Background: an optimization exercise with open tools, aiming at small area, a short achievable clock period and few clock cycles. Do not read the settings as production practice.
RTL that was checked went through simulation tests only; none was proved equivalent to the original.
Power and IR drop assume default switching activity.

## maple
==> flow/design.v <==
module rf_ao22 (
    input  logic a1, a2, b1, b2,
    output logic y
);
    assign y = (a1 & a2) | (b1 & b2);
endmodule
module rf_and2 (
    input  logic a, b,
    output logic y
);
    assign y = a & b;
endmodule
module rf_nand2 (
    input  logic a, b,
    output logic y
);
    assign y = !(a & b);
endmodule
module rf_nor2 (
    input  logic a, b,
    output logic y
);
    assign y = !(a | b);
endmodule
module rf_nand4 (
    input  logic a, b, c, d,
    output logic y
);
    assign y = !(a & b & c & d);
endmodule
module top_axi_lite (
    input  logic        clk,
    input  logic        rstn,
    input  logic        start,
    input  logic        mode,        
    input  logic [31:0] addr,
    input  logic [31:0] wdata_in,
    output logic [31:0] rdata_out,
    output logic        done
);
    logic [31:0] mem [0:15];
    logic [31:0] mem_d [0:15];
    logic [31:0] rd;
    logic [3:0] lo, hi, whi;
    always_comb begin
        for (int j = 0; j < 4; j++) begin
            lo[j]  = (addr[3:2] == 2'(j));
            hi[j]  = (addr[5:4] == 2'(j));
            whi[j] = start && mode && (addr[5:4] == 2'(j));
        end
    end
    logic [15:0] we [0:1];
    logic [15:0] hold [0:1];
    logic [15:0] sel [0:1];
    for (genvar h = 0; h < 2; h++) begin : g_half
        for (genvar i = 0; i < 16; i++) begin : g_word
            rf_and2  u_we   (.a(whi[i/4]), .b(lo[i%4]), .y(we[h][i]));
            rf_nand2 u_hold (.a(whi[i/4]), .b(lo[i%4]), .y(hold[h][i]));
            rf_and2  u_sel  (.a(hi[i/4]),  .b(lo[i%4]), .y(sel[h][i]));
        end
    end
    for (genvar i = 0; i < 16; i++) begin : g_word
        for (genvar b = 0; b < 32; b++) begin : g_bit
            rf_ao22 u_next (
                .a1(we[b/16][i]), .a2(wdata_in[b]), .b1(hold[b/16][i]), .b2(mem[i][b]),
                .y(mem_d[i][b])
            );
        end
    end
    always_ff @(posedge clk) begin
        for (int i = 0; i < 16; i++) mem[i] <= mem_d[i];
    end
    logic [7:0] part [0:31];
    logic [3:0] quad [0:31];
    for (genvar b = 0; b < 32; b++) begin : g_rd
        for (genvar k = 0; k < 8; k++) begin : g_ao22
            rf_ao22 u_part (
                .a1(sel[b/16][2*k]),   .a2(mem[2*k][b]),
                .b1(sel[b/16][2*k+1]), .b2(mem[2*k+1][b]),
                .y(part[b][k])
            );
        end
        for (genvar k = 0; k < 4; k++) begin : g_nor2
            rf_nor2 u_quad (.a(part[b][2*k]), .b(part[b][2*k+1]), .y(quad[b][k]));
        end
        rf_nand4 u_rd (.a(quad[b][0]), .b(quad[b][1]), .c(quad[b][2]), .d(quad[b][3]), .y(rd[b]));
    end
    always_ff @(posedge clk) begin
        rdata_out <= rd;
    end
    always_ff @(posedge clk or negedge rstn) begin
        if (!rstn) done <= 1'b0;
        else       done <= start;
    end
endmodule
export LEC_CHECK = 0
export CAP_MARGIN = 20
export CORE_MARGIN = 2
export CORE_UTILIZATION = 55
export CTS_CLUSTER_DIAMETER = 100
export CTS_CLUSTER_SIZE = 30
export SETUP_SLACK_MARGIN = 1.8
export SLEW_MARGIN = 20
export SYNTH_HIERARCHICAL = 1
export SYNTH_MINIMUM_KEEP_SIZE = 0
create_clock -name core_clock -period 3.5 [get_ports {clk}]
standard.sh (not shown) runs the stock make flow with config.mk's settings and CLKGATE_MAP_FILE= SYNTH_SCRIPT=/design/flow/synth_recipe.tcl, a recipe that flattens the netlist after the stock synthesis.
==> flow/flow/run.sh <==
#!/bin/bash
# The standard layout, with the ports buffered by buf_4 cells instead of the
# cell buffer_ports picks by itself. Full output in standard.log.
set -euo pipefail
bash standard.sh "BUFFER_PORTS_ARGS=-buffer_cell sky130_fd_sc_hd__buf_4" finish > standard.log 2>&1
maple reached the end of the flow, and the finished layout is clean on the timing, DRC and antenna checks.
Testbench counts of maple, summed over its fixed seeds: cycles 8,000.
diff inputs: maple => zinc
==> flow/design.v <==
module rf_ao22 (
    input  logic a1, a2, b1, b2,
    output logic y
);
    assign y = (a1 & a2) | (b1 & b2);
endmodule
module top_axi_lite (
    input  logic        clk,
    input  logic        rstn,
    input  logic        start,
    input  logic        mode,        
    input  logic [31:0] addr,
    input  logic [31:0] wdata_in,
    output logic [31:0] rdata_out,
    output logic        done
);
    logic [31:0] mem [0:15];
    logic [31:0] mem_d [0:15];
    logic [15:0] we, hold, sel;
    logic [7:0]  part [0:31];   
    logic [31:0] rd;
    always_comb begin
        for (int i = 0; i < 16; i++) begin
            we[i]   = start && mode && (addr[5:2] == 4'(i));
            hold[i] = !we[i];
            sel[i]  = (addr[5:2] == 4'(i));
        end
    end
    for (genvar i = 0; i < 16; i++) begin : g_word
        for (genvar b = 0; b < 32; b++) begin : g_bit
            rf_ao22 u_next (
                .a1(we[i]), .a2(wdata_in[b]), .b1(hold[i]), .b2(mem[i][b]),
                .y(mem_d[i][b])
            );
        end
    end
    always_ff @(posedge clk) begin
        for (int i = 0; i < 16; i++) mem[i] <= mem_d[i];
    end
    for (genvar b = 0; b < 32; b++) begin : g_rd
        for (genvar k = 0; k < 8; k++) begin : g_ao22
            rf_ao22 u_part (
                .a1(sel[2*k]),   .a2(mem[2*k][b]),
                .b1(sel[2*k+1]), .b2(mem[2*k+1][b]),
                .y(part[b][k])
            );
        end
        assign rd[b] = |part[b];
    end
    always_ff @(posedge clk) begin
        rdata_out <= rd;
    end
    always_ff @(posedge clk or negedge rstn) begin
        if (!rstn) done <= 1'b0;
        else       done <= start;
    end
endmodule
- Lower initial standard-cell utilization of the core among maple and zinc: zinc
- Going from maple to zinc, die area dropped about 2%; share of the core filled with cells in the final layout climbed 4.3 points; upper clock frequency limit climbed 2.3 MHz; sequential power share dropped 0.4 points.
- zinc vs maple on number of instances in the synthesized netlist: zinc is the lower one.
- maple and zinc ended up with nearly the same longest individual stage delay on the worst path.
- Area growth from synthesis to final layout: zinc vs maple up 8.8 points
- As of zinc, first-pass GRT wire length had risen by more than 10% compared to maple.
- zinc reached the final stage; the timing, DRC and antenna checks on its layout passed.
- Of maple and zinc, the lower final critical delay including setup and external delays belongs to zinc.
Function not checked in zinc: the RTL went through the layout flow alone.

[port drivers added, routing unchanged]
Ports are ideal in the flow. The routed layouts listed here were re-timed in OpenROAD.
Step 1 sets driving cells, clkbuf_16 on the clock port and buf_2 on the other inputs (assumed; they add their load-dependent delay and slew).
Step 2 times the ports against the registers' clock, not the clock port: input delays grow and output delays shrink by t, the midpoint of the rising clock arrivals with the driver on.
Three values: ideal, step 1, step 2; two values: the first two.
| run | t, ns | setup WS [ns] | worst slew at a driven data input, ns |
|---|---|---|---|
| maple | 0.613 | 1.727 / 1.671 / 1.158 | 0.09 |
| zinc | 0.621 | 1.734 / 1.676 / 1.149 | 0.07 |
After both steps every run listed still meets setup and hold. For zinc, which loses most, drivers alone change the setup slack by -0.058 ns; drivers and shift together by -0.585 ns.
